This design comes from an exercise in tuning for small area on the open sky130 flow, not from production work.
Only simulation tests tie the RTL to the original design; equivalence was not proved.
The clock port is modelled as an ideal driver; clocking choices that lean on that would not hold on a real chip.
Power and IR drop assume default switching activity.

[design.v]
module top(reset,clk,ps2clk,ps2data,hsync,vsync, Rout, Gout, Bout,pwm);
input reset,clk;
input ps2clk,ps2data;
output hsync,vsync,pwm;
output [2:0] Rout,Gout,Bout;
reg [1:0] q;
wire tick = &q;
always @(posedge clk)
  if (reset) q <= 2'd0;
  else       q <= q + 2'd1;
reg [9:0]  p;
reg [11:0] k;
reg        b, bt;
wire       p_end = p[9] & p[6] & p[5] & p[4];           
wire       step  = tick & p_end;
wire [9:0] pn = p + {9'd0, tick};
wire [12:0] kn = {1'b0, k} + {12'd0, step};
wire       k_wrap = kn[12];
always @(posedge clk)
  if (reset) begin
    p <= 10'd0; k <= 12'd96; bt <= 1'b0;
  end else begin
    p <= pn & ~({10{step}} & 10'b1001110001);
    k <= kn[11:0] | {5'd0, k_wrap, k_wrap, 5'd0};
    if (tick) bt <= k_wrap;
  end
always @(posedge clk)
  if (reset) b <= 1'b0;
  else if (tick & bt) b <= ~b;
reg [9:0] h;
reg [8:0] v;
wire h_end = h[9] & h[8] & h[5];                       
wire v_end = v[8] & v[7] & v[6] & v[0];                
wire hw = tick & h_end;
wire [9:0] hn = h + {9'd0, tick};
wire [8:0] vn = v + {8'd0, hw};
always @(posedge clk)
  if (reset) begin
    h <= 10'd0; v <= 9'd0;
  end else begin
    h <= hn & ~({10{hw}} & 10'b1100100001);
    v <= vn & ~({9{hw & v_end}} & 9'b111000010);
  end
assign hsync = ~(h >= 10'd16 && h <= 10'd111) | reset;
assign vsync = (v == 9'd12 || v == 9'd13) & ~reset;
wire shown = (h >= 10'd477 && h <= 10'd484 && v >= 9'd241 && v <= 9'd256);
reg [3:0] s;
wire fe = s[3] & (s[2:0] == 3'd4);
always @(posedge clk)
  if (reset) s <= 4'd0;
  else if (tick) begin
    if (ps2clk)
      s <= s[3] ? 4'd1 : (s[2] ? 4'd4 : s + 4'd1);
    else
      s <= s[3] ? (s[2] ? 4'd0 : s + 4'd1) : (s[2] ? 4'b1001 : 4'd0);
  end
reg [8:0] sh;       
reg       par;      
reg [3:0] cnt;
reg       f0;       
reg [1:0] th;       
wire [7:0] d = sh[8:1];
wire fe_t   = tick & fe;
wire c10    = cnt[3] & cnt[1];                          
wire c0     = ~(cnt[3] | cnt[2] | cnt[1] | cnt[0]);
wire c_hi   = cnt[3] & (cnt[1] | cnt[0]);               
wire kk     = cnt[3] & (cnt[2] | (cnt[1] & cnt[0]));   
wire k2     = cnt[3] & cnt[2] & ~cnt[0];                
wire k3     = cnt[3] & cnt[2] & cnt[0];                 
wire stop_edge = fe_t & c10;
wire good = ~sh[0] & ps2data & par;
wire key  = stop_edge & good & f0;
always @(posedge clk) begin
  if (fe_t & ~c_hi) sh <= {ps2data, sh[8:1]};
  if (fe_t & ~c10)  par <= ps2data ^ (par & ~c0);
end
always @(posedge clk)
  if (reset) begin
    cnt <= 4'd0; f0 <= 1'b0;
  end else begin
    if (tick & kk)   cnt <= k3 ? 4'd0 : cnt + 4'd1;
    else if (fe_t)   cnt <= c10 ? (key ? 4'd11 : 4'd0) : cnt + 4'd1;
    if (stop_edge & good) f0 <= ~f0 & (d == 8'hF0);
  end
always @(posedge clk)
  if (reset) th <= 2'd0;
  else begin
    if (key)
      case (d)
        8'h2B: th <= 2'd0;
        8'h15: th <= 2'd1;
        8'h33: th <= 2'd2;
        8'h22: th <= 2'd3;
        default: ;
      endcase
  end
reg       ce;
reg [1:0] ca;       
reg       dr, dg, db;
always @(posedge clk)
  if (reset) begin
    dr <= 1'b0; dg <= 1'b0; db <= 1'b0;
  end else if (tick & k2) begin
    case (d)
      8'h2D: begin dr <= 1'b1; dg <= 1'b0; db <= 1'b0; end
      8'h34: begin dr <= 1'b0; dg <= 1'b1; db <= 1'b0; end
      8'h32: begin dr <= 1'b0; dg <= 1'b0; db <= 1'b1; end
      8'h44: begin dr <= 1'b0; dg <= 1'b0; db <= 1'b0; end
      8'h23: begin dr <= 1'b1; dg <= 1'b1; db <= 1'b1; end
      default: ;
    endcase
  end
always @(posedge clk)
  if (reset) ce <= 1'b0;
  else if (tick & k3) begin
    case (d)
      8'h2B, 8'h15, 8'h33, 8'h22: ce <= 1'b1;
      8'h2D, 8'h34, 8'h32, 8'h44, 8'h23: ;
      default: ce <= 1'b0;
    endcase
  end
always @(posedge clk)
  if (tick & k3)
    case (d)
      8'h2B: ca <= 2'd0;
      8'h15: ca <= 2'd1;
      8'h33: ca <= 2'd2;
      8'h22: ca <= 2'd3;
      default: ;
    endcase
reg pix;
always @* begin
  case ({ca, v[3:0], h[2:0]})
    9'd5, 9'd6, 9'd8, 9'd9, 9'd10, 9'd11, 9'd12, 9'd13,
    9'd14, 9'd15, 9'd16, 9'd17, 9'd18, 9'd19, 9'd20, 9'd21,
    9'd22, 9'd23, 9'd29, 9'd30, 9'd37, 9'd38, 9'd45, 9'd46,
    9'd53, 9'd54, 9'd61, 9'd62, 9'd64, 9'd65, 9'd66, 9'd67,
    9'd68, 9'd69, 9'd70, 9'd71, 9'd72, 9'd73, 9'd74, 9'd75,
    9'd76, 9'd77, 9'd78, 9'd79, 9'd85, 9'd86, 9'd93, 9'd94,
    9'd101, 9'd102, 9'd109, 9'd110, 9'd117, 9'd118, 9'd125, 9'd126,
    9'd128, 9'd129, 9'd131, 9'd132, 9'd136, 9'd137, 9'd146, 9'd147,
    9'd150, 9'd151, 9'd155, 9'd156, 9'd157, 9'd158, 9'd163, 9'd164,
    9'd165, 9'd166, 9'd171, 9'd172, 9'd173, 9'd174, 9'd179, 9'd180,
    9'd181, 9'd182, 9'd187, 9'd188, 9'd189, 9'd190, 9'd195, 9'd196,
    9'd197, 9'd198, 9'd203, 9'd204, 9'd205, 9'd206, 9'd211, 9'd212,
    9'd213, 9'd214, 9'd219, 9'd220, 9'd221, 9'd222, 9'd227, 9'd228,
    9'd229, 9'd230, 9'd235, 9'd236, 9'd237, 9'd238, 9'd243, 9'd244,
    9'd245, 9'd246, 9'd250, 9'd251, 9'd254, 9'd255, 9'd259, 9'd260,
    9'd261, 9'd262, 9'd267, 9'd268, 9'd269, 9'd270, 9'd275, 9'd276,
    9'd277, 9'd278, 9'd283, 9'd284, 9'd285, 9'd286, 9'd291, 9'd292,
    9'd293, 9'd294, 9'd299, 9'd300, 9'd301, 9'd302, 9'd307, 9'd308,
    9'd309, 9'd310, 9'd315, 9'd316, 9'd317, 9'd318, 9'd320, 9'd321,
    9'd322, 9'd323, 9'd324, 9'd325, 9'd326, 9'd327, 9'd328, 9'd329,
    9'd330, 9'd331, 9'd332, 9'd333, 9'd334, 9'd335, 9'd339, 9'd340,
    9'd341, 9'd342, 9'd347, 9'd348, 9'd349, 9'd350, 9'd355, 9'd356,
    9'd357, 9'd358, 9'd363, 9'd364, 9'd365, 9'd366, 9'd371, 9'd372,
    9'd373, 9'd374, 9'd379, 9'd380, 9'd381, 9'd382, 9'd387, 9'd388,
    9'd389, 9'd390, 9'd395, 9'd396, 9'd397, 9'd398, 9'd403, 9'd404,
    9'd405, 9'd406, 9'd411, 9'd412, 9'd413, 9'd414, 9'd418, 9'd419,
    9'd422, 9'd423, 9'd426, 9'd427, 9'd430, 9'd431, 9'd434, 9'd435,
    9'd438, 9'd439, 9'd440, 9'd441, 9'd447, 9'd448, 9'd449, 9'd455,
    9'd456, 9'd457, 9'd463, 9'd464, 9'd465, 9'd471, 9'd473, 9'd474,
    9'd478, 9'd479, 9'd481, 9'd482, 9'd486, 9'd487, 9'd490, 9'd491,
    9'd494, 9'd495, 9'd499, 9'd500, 9'd501, 9'd502, 9'd507, 9'd508,
    9'd509, 9'd510: pix = 1'b1;
    default: pix = 1'b0;
  endcase
end
wire lit   = shown & ce & pix & ~reset;
wire flash = dr & dg;
assign Rout = {3{lit & (flash ? b : ~(dg | db))}};
assign Gout = {3{lit & (flash ? b : ~(dr | db))}};
assign Bout = {3{lit & (flash ? b : ~(dr | dg))}};
reg [9:0] c;
wire cw = step & c[9] & c[8] & c[5];                   
wire [9:0] cn = c + {9'd0, step};
always @(posedge clk)
  if (reset) c <= 10'd0;
  else c <= cn & ~({10{cw}} & 10'b1100100001);
wire [6:0] cl = c[6:0];
reg lt;
always @* case (th)
  2'd0: lt = cl < 7'd41;
  2'd1: lt = cl < 7'd51;
  2'd2: lt = cl < 7'd61;
  default: lt = cl < 7'd81;
endcase
assign pwm = (~(c[9] | c[8] | c[7]) & lt) | reset;
endmodule
[flow/run.sh]
#!/bin/bash
# Standard synthesis; its combinational logic re-mapped for area with a few
# seeds of ABC's deepsyn, each proven equal to the standard netlist register by
# register, the smallest kept; then the standard ORFS layout with small port
# buffers and a small clock tree, each clock buffer then
# downsized where the clock slew allows.
set -euo pipefail
R=orfs/results/sky130hd/top/base
LIB=$FLOW_HOME/platforms/sky130hd/lib/sky130_fd_sc_hd__tt_025C_1v80.lib
bash standard.sh synth > synth.log 2>&1
cp $R/1_2_yosys.v std.v
for S in 0 1 2 3; do
  (
    mkdir -p reopt_$S
    cd reopt_$S
    cp ../std.v std.v
    sed "s|@SEED@|$S|" ../flow/area.abc > area_run.abc
    sed "s|@LIB@|$LIB|g" ../flow/reopt.ys > reopt_run.ys
    sed "s|@LIB@|$LIB|g" ../flow/equiv.ys > equiv_run.ys
    if yosys -q -l reopt.log reopt_run.ys > reopt_out.log 2>&1 && \
       yosys -q -l equiv.log equiv_run.ys > equiv_out.log 2>&1; then
      grep "Chip area" reopt.log | tail -1 | awk '{print $NF}' > area.txt
    fi
  ) &
done
wait
best=""; besta=""
for S in 0 1 2 3; do
  if [[ -f reopt_$S/area.txt ]]; then
    a=$(cat reopt_$S/area.txt)
    if [[ -z "$besta" ]] || python3 -c "import sys; sys.exit(0 if $a < $besta else 1)"; then best=$S; besta=$a; fi
  fi
done
echo "reopt areas: $(cat reopt_*/area.txt 2>/dev/null | tr '\n' ' ') best seed: ${best:-none}" > reopt_choice.log
if [[ -n "$best" ]]; then
  cp reopt_$best/reopt.v $R/1_2_yosys.v
  rm -f $R/1_synth.odb $R/1_synth.sdc
  bash standard.sh synth > synth2.log 2>&1
fi
bash standard.sh \
  REMOVE_ABC_BUFFERS=1 CORE_UTILIZATION=70 CAP_MARGIN=0 SLEW_MARGIN=0 POST_CTS_TCL=$PWD/flow/post_cts.tcl \
  BUFFER_PORTS_ARGS="-buffer_cell sky130_fd_sc_hd__buf_1" \
  CTS_ARGS="-sink_clustering_enable -sink_clustering_size 40 -sink_clustering_max_diameter 300 -root_buf sky130_fd_sc_hd__clkbuf_8 -buf_list sky130_fd_sc_hd__clkbuf_4 -dont_use_dummy_load" \
  finish > finish.log 2>&1
[flow/area.abc]
strash
&get -n
&deepsyn -T 40 -S @SEED@
&dch -f
&nf -a -R 1000
&put
topo
[flow/equiv.ys]
# Prove the re-mapped netlist equal to the standard one, register by register.
read_liberty -ignore_miss_func @LIB@
read_verilog std.v
rename top gold
read_verilog reopt.v
rename top gate
hierarchy -check
check -assert gate
rename -hide gold/w:_*_ gold/c:_*_ gate/w:_*_ gate/c:_*_
flatten gold gate
async2sync
opt_clean
equiv_make gold gate eq
hierarchy -top eq
equiv_simple -seq 1
equiv_induct
equiv_status -assert
[flow/post_cts.tcl]
# After clock tree synthesis: give each clock buffer the smallest of clkbuf_2
# and clkbuf_4 that keeps every flip-flop clock pin's slew under 100 ps
# (placement estimate), then legalize the placement again.
set smaller {sky130_fd_sc_hd__clkbuf_2 sky130_fd_sc_hd__clkbuf_4}
set limit 0.100
proc max_clk_slew {} {
  estimate_parasitics -placement
  set m 0.0
  foreach p [all_registers -clock_pins] {
    set s [get_property $p slew_max]
    if {$s > $m} { set m $s }
  }
  return $m
}
puts "clock slew before sizing: [max_clk_slew]"
# leaves first, root last
set bufs [lsort -decreasing [lmap c [get_cells clkbuf_*] {get_full_name $c}]]
foreach name $bufs {
  set c [get_cells $name]
  set old [get_property $c ref_name]
  set done 0
  foreach small $smaller {
    if {$old eq $small} { set done 1; break }
    replace_cell $name $small
    set s [max_clk_slew]
    if {$s <= $limit} {
      puts "resize $name to $small ($s)"
      set done 1
      break
    }
  }
  if {!$done} {
    replace_cell $name $old
    puts "keep $name as $old"
  }
}
puts "clock slew after sizing: [max_clk_slew]"
detailed_placement
check_placement -verbose
[flow/reopt.ys]
# Re-map the combinational logic of the standard synthesis for area.
# Registers (and their names and cell types) are kept as they are.
read_liberty -ignore_miss_func @LIB@
read_verilog std.v
hierarchy -top top
blackbox sky130_fd_sc_hd__df* sky130_fd_sc_hd__edf*
flatten
opt -purge
abc -liberty @LIB@ -dont_use sky130_fd_sc_hd__lpflow_bleeder_1 -dont_use sky130_fd_sc_hd__lpflow_clkbufkapwr_1 -dont_use sky130_fd_sc_hd__lpflow_clkbufkapwr_16 -dont_use sky130_fd_sc_hd__lpflow_clkbufkapwr_2 -dont_use sky130_fd_sc_hd__lpflow_clkbufkapwr_4 -dont_use sky130_fd_sc_hd__lpflow_clkbufkapwr_8 -dont_use sky130_fd_sc_hd__lpflow_clkinvkapwr_1 -dont_use sky130_fd_sc_hd__lpflow_clkinvkapwr_16 -dont_use sky130_fd_sc_hd__lpflow_clkinvkapwr_2 -dont_use sky130_fd_sc_hd__lpflow_clkinvkapwr_4 -dont_use sky130_fd_sc_hd__lpflow_clkinvkapwr_8 -dont_use sky130_fd_sc_hd__lpflow_decapkapwr_12 -dont_use sky130_fd_sc_hd__lpflow_decapkapwr_3 -dont_use sky130_fd_sc_hd__lpflow_decapkapwr_4 -dont_use sky130_fd_sc_hd__lpflow_decapkapwr_6 -dont_use sky130_fd_sc_hd__lpflow_decapkapwr_8 -dont_use sky130_fd_sc_hd__lpflow_inputiso0n_1 -dont_use sky130_fd_sc_hd__lpflow_inputiso0p_1 -dont_use sky130_fd_sc_hd__lpflow_inputiso1n_1 -dont_use sky130_fd_sc_hd__lpflow_inputiso1p_1 -dont_use sky130_fd_sc_hd__lpflow_inputisolatch_1 -dont_use sky130_fd_sc_hd__lpflow_isobufsrc_1 -dont_use sky130_fd_sc_hd__lpflow_isobufsrc_16 -dont_use sky130_fd_sc_hd__lpflow_isobufsrc_2 -dont_use sky130_fd_sc_hd__lpflow_isobufsrc_4 -dont_use sky130_fd_sc_hd__lpflow_isobufsrc_8 -dont_use sky130_fd_sc_hd__lpflow_isobufsrckapwr_16 -dont_use sky130_fd_sc_hd__lpflow_lsbuf_lh_hl_isowell_tap_1 -dont_use sky130_fd_sc_hd__lpflow_lsbuf_lh_hl_isowell_tap_2 -dont_use sky130_fd_sc_hd__lpflow_lsbuf_lh_hl_isowell_tap_4 -dont_use sky130_fd_sc_hd__lpflow_lsbuf_lh_isowell_4 -dont_use sky130_fd_sc_hd__lpflow_lsbuf_lh_isowell_tap_1 -dont_use sky130_fd_sc_hd__lpflow_lsbuf_lh_isowell_tap_2 -dont_use sky130_fd_sc_hd__lpflow_lsbuf_lh_isowell_tap_4 -dont_use sky130_fd_sc_hd__probe_p_8 -dont_use sky130_fd_sc_hd__probec_p_8  -script area_run.abc
opt_clean -purge
setundef -zero
splitnets
opt_clean -purge
hilomap -singleton -hicell sky130_fd_sc_hd__conb_1 HI -locell sky130_fd_sc_hd__conb_1 LO
insbuf -buf sky130_fd_sc_hd__buf_1 A X
opt_clean -purge
stat -liberty @LIB@
select top
write_verilog -selected -noattr -nohex -nodec reopt.v
[standard.sh]
#!/bin/bash
# synth_recipe.tcl (not shown) runs the flow's synth.tcl, then flattens the netlist and writes it again
# the make line also repeats each setting of config.mk as NAME=value (left out here)
make -C /OpenROAD-flow-scripts/flow DESIGN_CONFIG=/design/flow/config.mk WORK_HOME=/design/flow/orfs CLKGATE_MAP_FILE= SYNTH_SCRIPT=/design/flow/synth_recipe.tcl "${@:-finish}"
[config.mk]
export PLATFORM = sky130hd
export DESIGN_NAME = top
export DESIGN_NICKNAME = top
export VERILOG_FILES = /design/flow/design.v
export SDC_FILE = /design/flow/constraint.sdc
export NUM_CORES = 4
export LEC_CHECK = 0
export CAP_MARGIN = 20
export CORE_MARGIN = 2
export CORE_UTILIZATION = 40
export SLEW_MARGIN = 20
[constraint.sdc]
create_clock -name core_clock -period 10.0 [get_ports {clk}]
set_input_delay 2.0000 -clock core_clock [delete_from_list [all_inputs] [get_ports {clk}]]
set_output_delay 2.0000 -clock core_clock [all_outputs]
set_load 0.01 [all_outputs]
==> flow_metrics.tcl, run 1 <==
set metrics [dict create \
    ioPinCount 16 \
    final.setup.tns_ns 0 \
    final.fill_count 360 \
    clk_latency_ns 0.36 \
    switchingPower_uw 108 \
    grt_usage_pct 26.4 \
    rows 25 \
    wire_per_inst_um 13.7 \
    r2r_slack_ns 7.01 \
    sequentialPowerShare_pct 66.4 \
    fp.dieW_um 74.7 \
    min_path_cells 2 \
    vias_per_cell 6.06 \
    worst_r2r_path_depth 10 \
    grt_pass1_wl_um 11400 \
    leakagePower_uw 0.00129 \
    path_class "primary input to output port" \
    arrival_ns 3.89 \
    final_util_pct 77.8 \
    area_growth_pct 6.25 \
    ys.warnings.count 1 \
    max_slew_margin_pct 46.5 \
    powerDensity_nw_per_um2 136 \
    drtPass1Iterations 4 \
    cts_tree "yes" \
    outcome "finished clean" \
    path_max_fanout 58 \
    crit_end "Rout[1]" \
    synth.avg_cell_area_um2 8.50 \
    rsz0062_at_grt "false" \
    nNetsFinal 437 \
    cts_sinks 82 \
    first_global_vias 2642 \
    vdd_drop_max_v 0.000117 \
    hold_violations 0 \
    start_kind "primary input" \
    finalWeightedCongestion 0.917 \
    pwr-share-clk_pct 31.3 \
    drc 0 \
    drive_gt1_share_pct 2.55 \
    max_slew.worst_pin.slew_ns 0.802 \
    reg2reg_to "k[11]$_SDFF_PP0_" \
    portBuffers 15 \
    grt_max_degree 59 \
    diodes 0 \
    drtIter0Drc 203 \
    core_um2 4790 \
    via_count 3019 \
    synth_area_um2 3500 \
    die_area_um2 5580 \
    comb_power_share_pct 2.3 \
    hpwl_um 4570 \
    setup_viol 0 \
    internal-power_uw 397 \
    required_ns 8.00 \
    wirelength_um 6800 \
    fin_crit_ns 5.89 \
    die_h_um 74.7 \
    start_util_pct 73.2 \
    end_kind "output port" \
    antenna_found_initial 0 \
    clock.fmax_mhz 170 \
    fin_skew_ns 0.0329 \
    swShare_pct 21.4 \
    period_share_pct 58.9 \
    grt-ovfl-total 0 \
    antenna_left 0 \
    r2r-start "q[0]$_SDFF_PP0_" \
    drv_slew 0 \
    clkTransAtPathRegs_ns 0.07 \
    critPathLaunch "reset" \
    hold_path.class "register to register" \
    max_cap_viol_count 0 \
    syn_inst 412 \
]
## metal layers
layer	GRT usage (%)	up-vias	wire length (um)
met5	0	-	0
met4	13.5	0	131
met3	4.15	14	227
met2	42.5	62	3200
met1	34.6	1397	3240
li1	-	1546	-
## power groups by stage
| stage | Combinational (uW) | Clock [uW] | Sequential [uW] |
|---|---|---|---|
| 2_1_floorplan | 5.86 | 0 | 343 |
| 3_3_place_gp | 11.1 | 0 | 343 |
| 3_5_place_dp | 11.4 | 0 | 343 |
| 5_1_grt | 12.9 | 169 | 336 |
| 6_report | 11.6 | 158 | 336 |
## worst max-delay path, cell delays in order
cell and delay, ns:
clkbuf_2 0.08, buf_4 0.29, or3_1 0.44, nor3_1 0.16, o2111ai_1 0.19, or2_0 0.26
o21ai_0 0.25, buf_1 0.20
## how the worst min path moves through the flow
| stage | startpoint | end |
|---|---|---|
| detailed placement | q[0]$_SDFF_PP0_ | q[0]$_SDFF_PP0_ |
| finish | dg$_SDFFE_PP0P_ | dg$_SDFFE_PP0P_ |
| global route | q[0]$_SDFF_PP0_ | q[0]$_SDFF_PP0_ |
| global placement | q[0]$_SDFF_PP0_ | q[0]$_SDFF_PP0_ |
| floorplan | q[0]$_SDFF_PP0_ | q[0]$_SDFF_PP0_ |
## registers in the layout, summed over array words and instances, names as in the netlist
name / cells
v: 9
f0: 1
s: 4
dr: 1
c: 10
ce: 1
q: 2
par: 1
k: 12
cnt: 4
dg: 1
b: 1
p: 10
sh: 9
db: 1
bt: 1
ca: 2
th: 2
h: 10
## cells in the final DEF (no fill, tap or decap), types with 9 or more instances in the layout
| cell type | n |
|---|---|
| nor2_1 | 55 |
| and2_0 | 11 |
| and3_1 | 20 |
| edfxtp_1 | 12 |
| nand3_1 | 14 |
| dfxtp_1 | 70 |
| clkinv_1 | 9 |
| o21ai_0 | 18 |
| nand2_1 | 35 |
| a21oi_1 | 43 |
| nor3_1 | 46 |
| o21a_1 | 10 |
| buf_1 | 14 |
## per-stage QoR
stage                     setup WS (ns)  power [uW]  hold slack (ns)  instance area, um2  cells
after floorplan                    4.45         349            0.407                3480    406
after global placement             4.23         354            0.416                3630    489
after detailed placement           4.11         355            0.440                3630    489
after global routing               3.94         518            0.507                3720    498
final                              4.11         506            0.480                3720    498
## final cells by class
type                    count  area (um2)  area share (%)
repair buffers             16        65.1            1.75
clock buffers               9        92.6            2.49
multi-input cells         315        1680            45.3
inverters                   9        33.8           0.908
well taps                  67        83.8            2.25
flip-flops and latches     82        1760            47.3
==> inputs of run 2 (changes only) <==
--- a/flow/run.sh
+++ b/flow/run.sh
@@ -1,6 +1,6 @@
 #!/bin/bash
 # Standard synthesis; its combinational logic re-mapped for area with a few
-# seeds of ABC's deepsyn, each proven equal to the standard netlist register by
+# seeds of ABC's deepsyn (each run to a fixed count of steps without gain), each proven equal to the standard netlist register by
 # register, the smallest kept; then the standard ORFS layout with small port
 # buffers and a small clock tree, each clock buffer then
 # downsized where the clock slew allows.
==> flow/area.abc (replaced) <==
strash
&get -n
&deepsyn -J 300 -T 900 -S @SEED@
&dch -f
&nf -a -R 1000
&put
topo
--- a/flow/equiv.ys
+++ b/flow/equiv.ys
@@ -6,6 +6,7 @@
 rename top gate
 hierarchy -check
 check -assert gate
+select -assert-none gate/t:$*
 rename -hide gold/w:_*_ gold/c:_*_ gate/w:_*_ gate/c:_*_
 flatten gold gate
 async2sync
==> run 2 against run 1 <==
Non-clock buffer count stayed put. Still clean on timing, DRC and antenna. Critical path depth is 1 higher. Setup slack better by 0.21 ns. Die area is 0.29% lower. Critical path type unchanged. Sequential power hardly changed.
==> flow_metrics.tcl, run 2 <==
set metrics [dict create \
    fin_crit_ns 5.68 \
    powerDensity_nw_per_um2 135 \
    top_layer "met4" \
    grt_pass1_wl_um 10300 \
    leakagePower_uw 0.00133 \
    dr_wl_met2_um 2820 \
    rows 25 \
    end_kind "output port" \
    required_ns 8.00 \
    area_growth_pct 6.27 \
    diodes 0 \
    drc 0 \
    drtPass1Iterations 5 \
    grt-ovfl-total 0 \
    largest-register "k" \
    finalWeightedCongestion 0.880 \
    antenna_left 0 \
    min_path_cells 1 \
    final.setup.tns_ns 0 \
    drtIter0Drc 235 \
    nNetsFinal 423 \
    clk_latency_ns 0.41 \
    fp.dieW_um 74.6 \
    period_share_pct 56.8 \
    vdd_drop_max_v 0.0000903 \
    ys.warnings.count 1 \
    die_area_um2 5570 \
    clkTransAtPathRegs_ns 0.08 \
    first_global_vias 2422 \
    die_h_um 74.6 \
    worst_r2r_path_depth 10 \
    syn_inst 398 \
    ioPinCount 16 \
    outcome "finished clean" \
    drive_gt1_share_pct 2.64 \
    finalPower_uw 500 \
    hold_violations 0 \
    whs_endpoint "q[0]$_SDFF_PP0_" \
    portBuffers 15 \
    holdCritStartpoint "q[0]$_SDFF_PP0_" \
    clock.fmax_mhz 176 \
    max_slew.worst_pin.slew_ns 0.864 \
    wl_met3_um 217 \
    grt_usage_pct 24.0 \
    fin_skew_ns 0.0282 \
    start_util_pct 73.4 \
    arrival_ns 3.68 \
    hpwl_um 4310 \
    core_um2 4750 \
    wire_per_inst_um 13.1 \
    synth.avg_cell_area_um2 8.77 \
    path_max_fanout 56 \
    synth_area_um2 3490 \
    wirelength_um 6330 \
    setup_viol 0 \
    vias_per_cell 6.01 \
    start_kind "primary input" \
    mostFrequentLayoutCell "dfxtp_1" \
    r2r_slack_ns 7.06 \
    largest_register_ffs 12 \
    rsz0062_at_grt "false" \
    seq_area_um2 1760 \
    antenna_found_initial 0 \
    drt-met1-wl_um 3170 \
    cts_tree "yes" \
    final_cell_mix "dfxtp_1, nor2_1, a21oi_1" \
    path_class "primary input to output port" \
    via_count 2910 \
    hold_path.class "register to register" \
    max_slew_margin_pct 41.9 \
    max_cap_viol_count 0 \
    reg2reg_to "k[11]$_SDFF_PP0_" \
    final.fill_count 333 \
    cts_sinks 82 \
    multi_input_area_um2 1670 \
    drv_slew 0 \
    r2r-start "q[0]$_SDFF_PP0_" \
    grt_max_degree 57 \
]
-- run 2: layout make-up --
type | instances | area share [%]
inverters | 9 | 0.911
well taps | 67 | 2.26
repair buffers | 16 | 1.75
multi-input cells | 301 | 45.1
clock buffers | 9 | 2.50
flip-flops and latches | 82 | 47.5
-- run 2: worst max-delay path, cell delays in order --
cell,delay (ns)
clkbuf_2,0.08
buf_4,0.29
nor4_1,0.34
nand4_1,0.16
a21o_1,0.19
a21oi_1,0.21
nand2_1,0.08
o31ai_1,0.10
buf_1,0.20
-- run 2: how the worst max path moves through the flow --
stage / startpoint / endpoint / slack [ns] / depth (start not counted)
final: reset / Rout[2] / 4.32 / 9
after global routing: reset / Rout[1] / 4.14 / 9
after detailed placement: reset / Rout[2] / 4.32 / 9
after global placement: reset / Rout[2] / 4.40 / 9
after floorplan: reset / Rout[0] / 4.56 / 6
-- run 2: where the power goes --
part / internal, uW / switching, uW
Combinational: 3.61 / 8.00
Clock: 58.8 / 94.0
Sequential: 334 / 1.56
Total: 397 / 104
-- run 2: metal layers --
layer	vias to the layer above	track usage, %
met5	-	0
met4	0	11.5
met1	1333	30.9
li1	1510	-
met3	13	6.16
met2	54	38.0
-- run 2: stage by stage --
stage / cell area, um2 / utilization [%] / hold slack (ns) / std cells / worst slack, ns
2_1_floorplan: 3470 / - / 0.407 / 392 / 4.56
3_3_place_gp: 3620 / 76.1 / 0.416 / 475 / 4.40
3_5_place_dp: 3620 / 76.1 / 0.432 / 475 / 4.32
5_1_grt: 3710 / 78.0 / 0.478 / 484 / 4.14
6_report: 3710 / 78.0 / 0.447 / 484 / 4.32
==> inputs of run 3 (changes only) <==
--- a/design.v
+++ b/design.v
@@ -10,7 +10,7 @@
   else       q <= q + 2'd1;
 reg [9:0]  p;
 reg [11:0] k;
-reg        b, bt;
+reg        b;
 wire       p_end = p[9] & p[6] & p[5] & p[4];           
 wire       step  = tick & p_end;
 wire [9:0] pn = p + {9'd0, tick};
@@ -18,15 +18,14 @@
 wire       k_wrap = kn[12];
 always @(posedge clk)
   if (reset) begin
-    p <= 10'd0; k <= 12'd96; bt <= 1'b0;
+    p <= 10'd0; k <= 12'd96;
   end else begin
     p <= pn & ~({10{step}} & 10'b1001110001);
     k <= kn[11:0] | {5'd0, k_wrap, k_wrap, 5'd0};
-    if (tick) bt <= k_wrap;
   end
 always @(posedge clk)
   if (reset) b <= 1'b0;
-  else if (tick & bt) b <= ~b;
+  else if (k_wrap) b <= ~b;
 reg [9:0] h;
 reg [8:0] v;
 wire h_end = h[9] & h[8] & h[5];                       
--- a/flow/run.sh
+++ b/flow/run.sh
@@ -38,7 +38,7 @@
   bash standard.sh synth > synth2.log 2>&1
 fi
 bash standard.sh \
-  REMOVE_ABC_BUFFERS=1 CORE_UTILIZATION=70 CAP_MARGIN=0 SLEW_MARGIN=0 POST_CTS_TCL=$PWD/flow/post_cts.tcl \
+  REMOVE_ABC_BUFFERS=1 CORE_UTILIZATION=90 CAP_MARGIN=0 SLEW_MARGIN=0 POST_CTS_TCL=$PWD/flow/post_cts.tcl \
   BUFFER_PORTS_ARGS="-buffer_cell sky130_fd_sc_hd__buf_1" \
   CTS_ARGS="-sink_clustering_enable -sink_clustering_size 40 -sink_clustering_max_diameter 300 -root_buf sky130_fd_sc_hd__clkbuf_8 -buf_list sky130_fd_sc_hd__clkbuf_4 -dont_use_dummy_load" \
   finish > finish.log 2>&1
==> run 3 against run 2 <==
The run now fails in global placement without I/O (3_1_place_gp_skip_io). Synthesized area is 1.2% lower. Synthesized cell count is 2.5% lower.
==> flow_metrics.tcl, run 3 <==
set metrics [dict create \
    fp.dieW_um 65.9 \
    syn_inst 388 \
    die_h_um 65.9 \
    outcome "did not finish" \
    ys.warnings.count 1 \
    synth_area_um2 3450 \
    lastStage "global placement without I/O (3_1_place_gp_skip_io)" \
    toolErrorMsg "[ERROR GPL-0301] Utilization 107.533 % exceeds 100%." \
    synth.avg_cell_area_um2 8.89 \
    rows 22 \
    start_util_pct 94.2 \
]
==> inputs of run 4 (changes only) <==
--- a/flow/run.sh
+++ b/flow/run.sh
@@ -9,7 +9,7 @@
 LIB=$FLOW_HOME/platforms/sky130hd/lib/sky130_fd_sc_hd__tt_025C_1v80.lib
 bash standard.sh synth > synth.log 2>&1
 cp $R/1_2_yosys.v std.v
-for S in 0 1 2 3; do
+for S in 0 1 2 3 4 5 6 7; do
   (
     mkdir -p reopt_$S
     cd reopt_$S
@@ -25,7 +25,7 @@
 done
 wait
 best=""; besta=""
-for S in 0 1 2 3; do
+for S in 0 1 2 3 4 5 6 7; do
   if [[ -f reopt_$S/area.txt ]]; then
     a=$(cat reopt_$S/area.txt)
     if [[ -z "$besta" ]] || python3 -c "import sys; sys.exit(0 if $a < $besta else 1)"; then best=$S; besta=$a; fi
@@ -38,7 +38,7 @@
   bash standard.sh synth > synth2.log 2>&1
 fi
 bash standard.sh \
-  REMOVE_ABC_BUFFERS=1 CORE_UTILIZATION=90 CAP_MARGIN=0 SLEW_MARGIN=0 POST_CTS_TCL=$PWD/flow/post_cts.tcl \
+  REMOVE_ABC_BUFFERS=1 CORE_UTILIZATION=85 CAP_MARGIN=0 SLEW_MARGIN=0 POST_CTS_TCL=$PWD/flow/post_cts.tcl \
   BUFFER_PORTS_ARGS="-buffer_cell sky130_fd_sc_hd__buf_1" \
   CTS_ARGS="-sink_clustering_enable -sink_clustering_size 40 -sink_clustering_max_diameter 300 -root_buf sky130_fd_sc_hd__clkbuf_8 -buf_list sky130_fd_sc_hd__clkbuf_4 -dont_use_dummy_load" \
   finish > finish.log 2>&1
==> run 4 against run 3 <==
The run fails in global placement (3_3_place_gp). Synthesized area is the same. Synthesized cell count is the same.
==> flow_metrics.tcl, run 4 <==
set metrics [dict create \
    outcome "did not finish" \
    lastStage "global placement (3_3_place_gp)" \
    toolErrorMsg "[ERROR GPL-0301] Utilization 101.201 % exceeds 100%." \
    ys.warnings.count 1 \
    portBuffers 15 \
    syn_inst 388 \
    start_util_pct 87.5 \
    fp.dieW_um 67.7 \
    die_h_um 67.7 \
    ioPinCount 16 \
    rows 23 \
    synth.avg_cell_area_um2 8.89 \
    synth_area_um2 3450 \
]
==> inputs of run 5 (changes only) <==
--- a/flow/run.sh
+++ b/flow/run.sh
@@ -9,7 +9,7 @@
 LIB=$FLOW_HOME/platforms/sky130hd/lib/sky130_fd_sc_hd__tt_025C_1v80.lib
 bash standard.sh synth > synth.log 2>&1
 cp $R/1_2_yosys.v std.v
-for S in 0 1 2 3 4 5 6 7; do
+for S in 0 1 2 3; do
   (
     mkdir -p reopt_$S
     cd reopt_$S
@@ -25,7 +25,7 @@
 done
 wait
 best=""; besta=""
-for S in 0 1 2 3 4 5 6 7; do
+for S in 0 1 2 3; do
   if [[ -f reopt_$S/area.txt ]]; then
     a=$(cat reopt_$S/area.txt)
     if [[ -z "$besta" ]] || python3 -c "import sys; sys.exit(0 if $a < $besta else 1)"; then best=$S; besta=$a; fi
@@ -38,7 +38,7 @@
   bash standard.sh synth > synth2.log 2>&1
 fi
 bash standard.sh \
-  REMOVE_ABC_BUFFERS=1 CORE_UTILIZATION=85 CAP_MARGIN=0 SLEW_MARGIN=0 POST_CTS_TCL=$PWD/flow/post_cts.tcl \
+  REMOVE_ABC_BUFFERS=1 CORE_UTILIZATION=80 CAP_MARGIN=0 SLEW_MARGIN=0 POST_CTS_TCL=$PWD/flow/post_cts.tcl \
   BUFFER_PORTS_ARGS="-buffer_cell sky130_fd_sc_hd__buf_1" \
   CTS_ARGS="-sink_clustering_enable -sink_clustering_size 40 -sink_clustering_max_diameter 300 -root_buf sky130_fd_sc_hd__clkbuf_8 -buf_list sky130_fd_sc_hd__clkbuf_4 -dont_use_dummy_load" \
   finish > finish.log 2>&1
==> run 5 against run 4 <==
Now clean on timing, DRC and antenna. Synthesized area did not move. Synthesized cell count did not move.
==> flow_metrics.tcl, run 5 <==
set metrics [dict create \
    final.fill_count 206 \
    drv_slew 0 \
    path_max_fanout 41 \
    drive_gt1_share_pct 2.70 \
    grt_usage_pct 32.6 \
    core_um2 4090 \
    swShare_pct 21.6 \
    vdd_drop_max_v 0.000131 \
    multi_input_area_um2 1660 \
    vias_per_cell 6.78 \
    drc 0 \
    holdCritStartpoint "p[9]$_SDFF_PP0_" \
    internal-power_uw 397 \
    path_class "primary input to output port" \
    via_count 3097 \
    fp.dieW_um 69.7 \
    nNetsFinal 413 \
    ioPinCount 16 \
    hold_violations 0 \
    seq_area_um2 1740 \
    syn_inst 388 \
    wirelength_um 7670 \
    drtIter0Drc 270 \
    drtPass1Iterations 6 \
    sequentialPowerShare_pct 65.5 \
    whs_endpoint "p[9]$_SDFF_PP0_" \
    final.setup.tns_ns 0 \
    antenna_found_initial 0 \
    grt_max_degree 42 \
    cts_tree "yes" \
    antenna_left 0 \
    r2r-start "q[0]$_SDFF_PP0_" \
    end_kind "output port" \
    ys.warnings.count 1 \
    fin_crit_ns 6.25 \
    synth.avg_cell_area_um2 8.89 \
    area_growth_pct 5.91 \
    largest-register "k" \
    outcome "finished clean" \
    hold_path.class "register to register" \
    max_cap_viol_count 0 \
    r2r_slack_ns 6.89 \
    die_h_um 69.7 \
    reg2reg_to "k[11]$_SDFF_PP0_" \
    leakagePower_uw 0.00135 \
    mostFrequentLayoutCell "dfxtp_1" \
    max_slew_margin_pct 54.1 \
    diodes 0 \
    first_global_vias 2891 \
    clock.fmax_mhz 160 \
    rows 23 \
    switchingPower_uw 110 \
    min_path_cells 2 \
    die_area_um2 4850 \
    synth_area_um2 3450 \
    rsz0062_at_grt "false" \
    max_slew.worst_pin.slew_ns 0.682 \
    largest_register_ffs 12 \
    period_share_pct 62.5 \
    worst_r2r_path_depth 10 \
    comb_power_share_pct 2.2 \
    fin_hold_ws_ns 0.494 \
    clkTransAtPathRegs_ns 0.08 \
    start_kind "primary input" \
    portBuffers 15 \
    grt-ovfl-total 0 \
    fin_skew_ns 0.0316 \
    wire_per_inst_um 16.8 \
    pwr-share-clk_pct 32.3 \
    required_ns 8.00 \
    grt_pass1_wl_um 12700 \
    final_cell_mix "dfxtp_1, nor2_1, a21oi_1" \
    cts_sinks 81 \
    start_util_pct 84.4 \
    hpwl_um 5110 \
    powerDensity_nw_per_um2 139 \
    clk_latency_ns 0.37 \
    arrival_ns 4.25 \
    finalWeightedCongestion 0.941 \
    setup_viol 0 \
]
==> run 5: worst max-delay path: stages <==
cell	delay, ns
clkbuf_2	0.09
buf_4	0.26
a311o_1	0.38
or4_1	0.52
a21oi_1	0.18
nand4_1	0.20
a21o_1	0.23
a21oi_1	0.19
buf_1	0.18
==> run 5: metrics by stage <==
stage,setup slack [ns],power (uW),std cells,util [%],instance area (um2)
floorplan,4.30,345,382,-,3430
global placement,3.90,350,448,87.0,3550
detailed placement,3.79,351,448,87.0,3550
global route,3.64,518,457,89.4,3650
finish,3.75,507,457,89.4,3650
==> run 5: layer usage <==
layer	GRT usage (%)	up-vias	part of all wire, %
li1	-	1481	-
met1	38.9	1458	41
met2	55.2	130	50
met3	7.70	28	5.9
met4	16.2	0	3.0
met5	0	-	0
==> run 5: how the worst max path moves through the flow <==
stage,startpoint,to,slack [ns],cells past startpoint
after floorplan,reset,Bout[0],4.30,6
after global placement,reset,Bout[0],3.90,9
after detailed placement,reset,Gout[0],3.79,9
after global routing,reset,Gout[0],3.64,9
final,reset,Gout[0],3.75,9
==> run 5: power by group through the flow <==
stage / logic, uW / clock network, uW / registers, uW
after floorplan: 5.84 / 0 / 339
after global placement: 10.5 / 0 / 339
after detailed placement: 11.1 / 0 / 339
after global routing: 12.2 / 174 / 332
final: 11.3 / 164 / 332
==> run 5: layout make-up <==
class | instances | share of cell area (%)
Multi-Input combinational cell | 294 | 45.4
Clock buffer | 9 | 2.71
Sequential cell | 81 | 47.7
Timing Repair Buffer | 16 | 1.78
Inverter | 7 | 0.719
Tap cell | 50 | 1.71
==> inputs of run 6 (changes only) <==
--- a/flow/post_cts.tcl
+++ b/flow/post_cts.tcl
@@ -1,8 +1,8 @@
 # After clock tree synthesis: give each clock buffer the smallest of clkbuf_2
-# and clkbuf_4 that keeps every flip-flop clock pin's slew under 100 ps
+# and clkbuf_4 that keeps every flip-flop clock pin's slew under 106 ps
 # (placement estimate), then legalize the placement again.
 set smaller {sky130_fd_sc_hd__clkbuf_2 sky130_fd_sc_hd__clkbuf_4}
-set limit 0.100
+set limit 0.106
 proc max_clk_slew {} {
   estimate_parasitics -placement
   set m 0.0
==> run 6 against run 5 <==
Still clean. Non-clock buffer count stayed put. Global-route usage hardly changed. Core utilization is 0.37 points lower. Clock-buffer cell count stayed put. Wire length hardly changed. Worst hold slack hardly changed. Via count hardly changed. Synthesized area stayed put. Fmax hardly changed. Critical path depth stayed put. Critical endpoint unchanged. Largest cell class unchanged. Highest routed layer unchanged.
==> flow_metrics.tcl, run 6 <==
set metrics [dict create \
    largest_register_ffs 12 \
    clk_latency_ns 0.53 \
    stdcell_count 457 \
    vias_per_cell 6.77 \
    final_cell_mix "dfxtp_1, nor2_1, a21oi_1" \
    drive_gt1_share_pct 2.70 \
    max_slew_margin_pct 54.0 \
    max_cap_viol_count 0 \
    die_h_um 69.7 \
    vdd_drop_max_v 0.000130 \
    final.setup.tns_ns 0 \
    slowest_stage "or4_1" \
    dp_cells 448 \
    final_area_um2 3640 \
    grt_max_degree 42 \
    path_cells "clkbuf_2 -> buf_4 -> a311o_1 -> or4_1 -> a21oi_1 -> nand4_1 -> a21o_1 -> a21oi_1 -> buf_1" \
    setup_viol 0 \
    finalWeightedCongestion 0.941 \
    required_ns 8.00 \
    hpwl_um 5110 \
    grt.busiest_layer "met2" \
    clock.fmax_mhz 160 \
    powerDensity_nw_per_um2 136 \
    cts_sinks 81 \
    grt_usage_pct 32.7 \
    use_met1_pct 38.7 \
    drv_slew 0 \
    path_max_fanout 41 \
    ioPinCount 16 \
    fin_hold_ws_ns 0.494 \
    rows 23 \
    first_global_vias 2896 \
    cts_tree "yes" \
    clkTransAtPathRegs_ns 0.08 \
    path_class "primary input to output port" \
    via_count 3094 \
    synth.avg_cell_area_um2 8.89 \
    antenna_left 0 \
    dpl_cell_area_um2 3550 \
    diodes 0 \
    cpMostUsedCell "a21oi_1" \
    drtPass1Iterations 6 \
    antenna_found_initial 0 \
    synth_area_um2 3450 \
    core_um2 4090 \
    use_met2_pct 54.9 \
    end_kind "output port" \
    max_stage_delay_ns 0.52 \
    die_area_um2 4850 \
    hold_violations 0 \
    period_share_pct 62.5 \
    ys.warnings.count 1 \
    rsz0062_at_grt "false" \
    syn_inst 388 \
    drtIter0Drc 312 \
    grt-ovfl-total 0 \
    arrival_ns 4.25 \
    fin_crit_ns 6.25 \
    grt_pass1_wl_um 12700 \
    leakagePower_uw 0.00134 \
    mostFrequentLayoutCell "dfxtp_1" \
    drc 0 \
    nNetsFinal 413 \
    largest-register "k" \
    start_kind "primary input" \
    wire_per_inst_um 16.8 \
    fin_skew_ns 0.0313 \
    area_growth_pct 5.48 \
    final_util_pct 89.0 \
    fp.dieW_um 69.7 \
    hold_path.class "register to register" \
    start_util_pct 84.4 \
    wirelength_um 7670 \
    max_slew.worst_pin.slew_ns 0.684 \
    portBuffers 15 \
    outcome "finished clean" \
    grt_util_met3_pct 8.14 \
]
-- run 6: report_power, final --
group | leakage (uW) | switching, uW | total, uW | internal [uW]
registers | 0.000666 | 1.55 | 332 | 330
clock network | 0.0000487 | 98.4 | 150 | 51.7
logic | 0.000627 | 7.82 | 11.3 | 3.44
total | 0.00134 | 108 | 493 | 385
-- run 6: through the flow --
step | power (uW) | setup WS (ns)
finish | 493 | 3.75
global route | 506 | 3.64
floorplan | 345 | 4.30
global placement | 350 | 3.90
detailed placement | 351 | 3.79
-- run 6: metal layers --
metal	share of wire, %	vias to the layer above	wire (um)
met5	0	-	0
met3	6.0	26	462
met1	41	1444	3180
li1	-	1483	-
met2	50	141	3800
met4	3.0	0	229
-- run 6: final timing paths --
check / depth (start not counted) / start / endpoint / slack (ns)
min reg2reg: 2 / p[9]$_SDFF_PP0_ / p[9]$_SDFF_PP0_ / 0.49
max: 9 / reset / Gout[0] / 3.75
max reg2reg: 10 / q[0]$_SDFF_PP0_ / k[11]$_SDFF_PP0_ / 6.91
min: 2 / p[9]$_SDFF_PP0_ / p[9]$_SDFF_PP0_ / 0.49
-- run 6: final cells by class --
class                      count  area [um2]
tap                           50        62.6
fill                         210         449
sequential                    81        1740
clock buffer                   9        83.8
inverter                       7        26.3
multi-input combinational    294        1660
timing repair buffer          16        65.1
-- run 6: critical path: cells and delay by family --
family | cells | cell delay (ns)
AO/OA/AOI/OAI | 4 | 0.98
AND/OR/NAND/NOR | 2 | 0.72
buffers and inverters | 3 | 0.53
==> inputs of run 7 (changes only) <==
--- a/flow/run.sh
+++ b/flow/run.sh
@@ -38,7 +38,7 @@
   bash standard.sh synth > synth2.log 2>&1
 fi
 bash standard.sh \
-  REMOVE_ABC_BUFFERS=1 CORE_UTILIZATION=80 CAP_MARGIN=0 SLEW_MARGIN=0 POST_CTS_TCL=$PWD/flow/post_cts.tcl \
+  REMOVE_ABC_BUFFERS=1 CORE_UTILIZATION=82 CAP_MARGIN=0 SLEW_MARGIN=0 POST_CTS_TCL=$PWD/flow/post_cts.tcl \
   BUFFER_PORTS_ARGS="-buffer_cell sky130_fd_sc_hd__buf_1" \
   CTS_ARGS="-sink_clustering_enable -sink_clustering_size 40 -sink_clustering_max_diameter 300 -root_buf sky130_fd_sc_hd__clkbuf_8 -buf_list sky130_fd_sc_hd__clkbuf_4 -dont_use_dummy_load" \
   finish > finish.log 2>&1
==> run 7 against run 6 <==
Critical path depth unchanged. Sequential power about the same. Worst hold slack got worse by 0.0060 ns. Non-clock buffer count unchanged. Sequential share of layout area increased by 0.083 points. Clock power decreased by 4%. Setup slack improved by 0.019 ns. Final area decreased by 0.17%. First-iteration DRC count increased by 13%. Power decreased by 1.2%. Combinational power about the same. Core utilization increased by 1.1 points. Largest cell class unchanged.
==> flow_metrics.tcl, run 7 <==
set metrics [dict create \
    diodes 0 \
    via_count 3113 \
    grt_max_degree 42 \
    stdcell_count 457 \
    final.fill_count 191 \
    drive_gt1_share_pct 2.70 \
    fin_hold_ws_ns 0.488 \
    finalPower_uw 487 \
    core_um2 4030 \
    hold_violations 0 \
    outcome "finished clean" \
    arrival_ns 4.23 \
    start_util_pct 85.6 \
    antenna_found_initial 0 \
    internal-power_uw 381 \
    path_max_fanout 41 \
    max_slew_margin_pct 48.7 \
    first_global_vias 2812 \
    setup_viol 0 \
    ys.warnings.count 1 \
    switchingPower_uw 106 \
    sequentialPowerShare_pct 68.2 \
    die_h_um 68.8 \
    portBuffers 15 \
    worst_r2r_path_depth 10 \
    fp.dieW_um 68.8 \
    drtIter0Drc 351 \
    die_area_um2 4740 \
    leakagePower_uw 0.00134 \
    end_kind "output port" \
    drtPass1Iterations 7 \
    multi_input_area_um2 1660 \
    clk_latency_ns 0.53 \
    period_share_pct 62.3 \
    dp_cells 448 \
    fin_skew_ns 0.0344 \
    final.setup.tns_ns 0 \
    seq_area_um2 1740 \
    antenna_left 0 \
    required_ns 8.00 \
    path_class "primary input to output port" \
    grt_usage_pct 36.0 \
    powerDensity_nw_per_um2 134 \
    final_util_pct 90.1 \
    area_growth_pct 5.30 \
    wirelength_um 7870 \
    synth_area_um2 3450 \
    comb_power_share_pct 2.3 \
    vias_per_cell 6.81 \
    vdd_drop_max_v 0.000114 \
    cts_tree "yes" \
    swShare_pct 21.8 \
    fin_crit_ns 6.23 \
    rows 23 \
    synth.avg_cell_area_um2 8.89 \
    mostFrequentLayoutCell "dfxtp_1" \
    syn_inst 388 \
    hpwl_um 4990 \
    largest-register "k" \
    ioPinCount 16 \
    cts_sinks 81 \
    nNetsFinal 413 \
    start_kind "primary input" \
    finalWeightedCongestion 0.936 \
    grt_pass1_wl_um 12400 \
    hold_path.class "register to register" \
    rsz0062_at_grt "false" \
    max_slew.worst_pin.slew_ns 0.760 \
    clkTransAtPathRegs_ns 0.09 \
    final_cell_mix "dfxtp_1, nor2_1, a21oi_1" \
    clock.fmax_mhz 160 \
    min_path_cells 1 \
    pwr-share-clk_pct 29.5 \
    drc 0 \
    max_cap_viol_count 0 \
    largest_register_ffs 12 \
    drv_slew 0 \
    grt-ovfl-total 0 \
    wire_per_inst_um 17.2 \
]
run 7: critical path: stages:
cell	delay [ns]
clkbuf_2	0.08
buf_4	0.26
a311o_1	0.38
or4_1	0.52
a21oi_1	0.20
nand4_1	0.18
a21o_1	0.21
a21oi_1	0.19
buf_1	0.20
run 7: power by group through the flow:
stage	clock, uW	combinational [uW]	sequential [uW]
floorplan	0	5.84	339
global placement	0	10.5	339
detailed placement	0	10.9	339
global route	153	12.4	332
finish	144	11.3	332
run 7: worst paths after layout:
| kind | end | slack [ns] | start |
|---|---|---|---|
| min | q[0]$_SDFF_PP0_ | 0.49 | q[0]$_SDFF_PP0_ |
| max | Bout[2] | 3.77 | reset |
| min reg2reg | q[0]$_SDFF_PP0_ | 0.49 | q[0]$_SDFF_PP0_ |
| max reg2reg | k[11]$_SDFF_PP0_ | 7.00 | q[0]$_SDFF_PP0_ |
run 7: layout make-up:
class	count	area share (%)
flip-flops and latches	81	48.0
multi-input cells	294	45.7
clock buffers	9	2.14
repair buffers	16	1.79
well taps	50	1.72
inverters	7	0.724
run 7: per-layer routing:
metal | track usage (%) | part of all wire (%)
met5 | 0 | 0
met4 | 14.7 | 2.3
met3 | 7.95 | 6.0
met2 | 62.7 | 50
met1 | 43.0 | 42
run 7: through the flow:
stage               setup slack, ns  area [um2]
global placement               3.89        3550
detailed placement             3.81        3550
global route                   3.64        3630
finish                         3.77        3630
floorplan                      4.30        3430
==> inputs of run 8 (changes only) <==
--- a/flow/post_cts.tcl
+++ b/flow/post_cts.tcl
@@ -1,8 +1,8 @@
 # After clock tree synthesis: give each clock buffer the smallest of clkbuf_2
-# and clkbuf_4 that keeps every flip-flop clock pin's slew under 106 ps
+# and clkbuf_4 that keeps every flip-flop clock pin's slew under 100 ps
 # (placement estimate), then legalize the placement again.
 set smaller {sky130_fd_sc_hd__clkbuf_2 sky130_fd_sc_hd__clkbuf_4}
-set limit 0.106
+set limit 0.100
 proc max_clk_slew {} {
   estimate_parasitics -placement
   set m 0.0
==> run 8 against run 7 <==
Setup slack got worse by 0.010 ns. Critical endpoint unchanged. Die area is the same. Clock skew is 0.0038 ns higher.
==> flow_metrics.tcl, run 8 <==
set metrics [dict create \
    antenna_found_initial 0 \
    hold_violations 0 \
    max_cap_viol_count 0 \
    largest_register_ffs 12 \
    holdCritStartpoint "q[0]$_SDFF_PP0_" \
    worst_r2r_path_depth 10 \
    drive_gt1_share_pct 2.70 \
    max_slew.worst_pin.slew_ns 0.746 \
    hpwl_um 4990 \
    vias_per_cell 6.82 \
    area_growth_pct 5.48 \
    dp_cells 448 \
    wire_per_inst_um 17.1 \
    rows 23 \
    largest-register "k" \
    period_share_pct 62.4 \
    rsz0062_at_grt "false" \
    drc 0 \
    hold_path.class "register to register" \
    first_global_vias 2809 \
    fin_crit_ns 6.24 \
    start_util_pct 85.6 \
    setup_viol 0 \
    r2r_slack_ns 7.00 \
    syn_inst 388 \
    die_h_um 68.8 \
    via_count 3118 \
    die_area_um2 4740 \
    min_path_cells 1 \
    mostFrequentLayoutCell "dfxtp_1" \
    cpMostUsedCell "a21oi_1" \
    slowest_stage "or4_1" \
    final.fill_count 189 \
    core_um2 4030 \
    whs_endpoint "q[0]$_SDFF_PP0_" \
    arrival_ns 4.24 \
    fin_skew_ns 0.0382 \
    drtPass1Iterations 5 \
    synth_area_um2 3450 \
    grt_pass1_wl_um 12400 \
    max_slew_margin_pct 49.6 \
    synth.avg_cell_area_um2 8.89 \
    finalWeightedCongestion 0.936 \
    drv_slew 0 \
    outcome "finished clean" \
    clk_latency_ns 0.54 \
    final_area_um2 3640 \
    required_ns 8.00 \
    stdcell_count 457 \
    final.setup.tns_ns 0 \
    grt-ovfl-total 0 \
    preCtsSetupSlack_ns 3.81 \
    dpl_cell_area_um2 3550 \
    fp.dieW_um 68.8 \
    nNetsFinal 413 \
    vdd_drop_max_v 0.000113 \
    clock.fmax_mhz 160 \
    max_stage_delay_ns 0.52 \
    end_kind "output port" \
    path_max_fanout 41 \
    final_cell_mix "dfxtp_1, nor2_1, a21oi_1" \
    diodes 0 \
    cts_sinks 81 \
    ys.warnings.count 1 \
    clkTransAtPathRegs_ns 0.09 \
    drtIter0Drc 374 \
    leakagePower_uw 0.00134 \
    cts_tree "yes" \
    start_kind "primary input" \
    grt_max_degree 42 \
    antenna_left 0 \
    grt_usage_pct 36.0 \
    powerDensity_nw_per_um2 135 \
    ioPinCount 16 \
    portBuffers 15 \
    setup_ws_ns 3.76 \
    r2r-start "q[0]$_SDFF_PP0_" \
    path_class "primary input to output port" \
    path_cells "clkbuf_2 -> buf_4 -> a311o_1 -> or4_1 -> a21oi_1 -> nand4_1 -> a21o_1 -> a21oi_1 -> buf_1" \
    wirelength_um 7830 \
    reg2reg_to "k[11]$_SDFF_PP0_" \
]
==> run 8: cell type report <==
type	count	area [um2]	area share, %
inverter	7	26.3	0.722
timing repair buffer	16	65.1	1.79
sequential	81	1740	47.9
multi-input combinational	294	1660	45.6
tap	50	62.6	1.72
clock buffer	9	83.8	2.30
==> run 8: worst max-delay path: cells and delay by family <==
family / cells / cell delay, ns
buffers and inverters: 3 / 0.53
AND/OR/NAND/NOR: 2 / 0.71
AO/OA/AOI/OAI: 4 / 0.98
==> run 8: through the flow <==
step           utilization (%)  total power [uW]  hold WS (ns)
2_1_floorplan                -               345         0.415
3_3_place_gp              88.2               350         0.443
3_5_place_dp              88.2               350         0.442
5_1_grt                   90.3               503         0.519
6_report                  90.3               492         0.488
==> run 8: worst max path at each step <==
stage / from / to / slack, ns
global placement: reset / Bout[2] / 3.89
global route: reset / Bout[1] / 3.64
floorplan: reset / Bout[0] / 4.30
finish: reset / Bout[2] / 3.76
detailed placement: reset / Bout[2] / 3.81
==> run 8: routing by layer <==
metal	GRT usage [%]	up-vias	share of wire [%]
met5	0	-	0
met1	43.0	1457	42
li1	-	1478	-
met4	14.7	0	2.1
met3	7.95	26	5.7
met2	62.7	157	50
==> run 8: where the power goes <==
| group | switching [uW] | internal, uW |
|---|---|---|
| clock network | 97.2 | 51.6 |
| logic | 7.90 | 3.44 |
| registers | 1.79 | 330 |

[separate check: timing with driven ports]
The results above use ideal ports. As a check the final layouts listed here were re-extracted and re-timed, cells and wires unchanged. Step 1 sets driving cells, clkbuf_16 on the clock port and buf_2 on the other inputs (assumed; they add their load-dependent delay and slew). Step 2, shift: input delay + t, output delay - t, t = (earliest + latest rising clock arrival at the registers) / 2. This alone moves slack from input paths to output paths. Three values: ideal, step 1, step 2; two values: the first two.
run | shift t [ns] | setup slack, ns | worst data-port slew with drivers (ns)
run 1 | 0.370 | 4.110 / 4.083 / 4.083 | 0.03
run 2 | 0.430 | 4.317 / 4.296 / 4.296 | 0.03
run 5 | 0.382 | 3.747 / 3.715 / 3.715 | 0.04
run 6 | 0.546 | 3.746 / 3.716 / 3.716 | 0.04
run 7 | 0.540 | 3.766 / 3.743 / 3.743 | 0.04
run 8 | 0.543 | 3.755 / 3.733 / 3.733 | 0.04
After both steps every run listed still meets setup and hold. For run 5, which loses most, drivers alone change the setup slack by -0.032 ns; drivers and shift together by -0.032 ns.
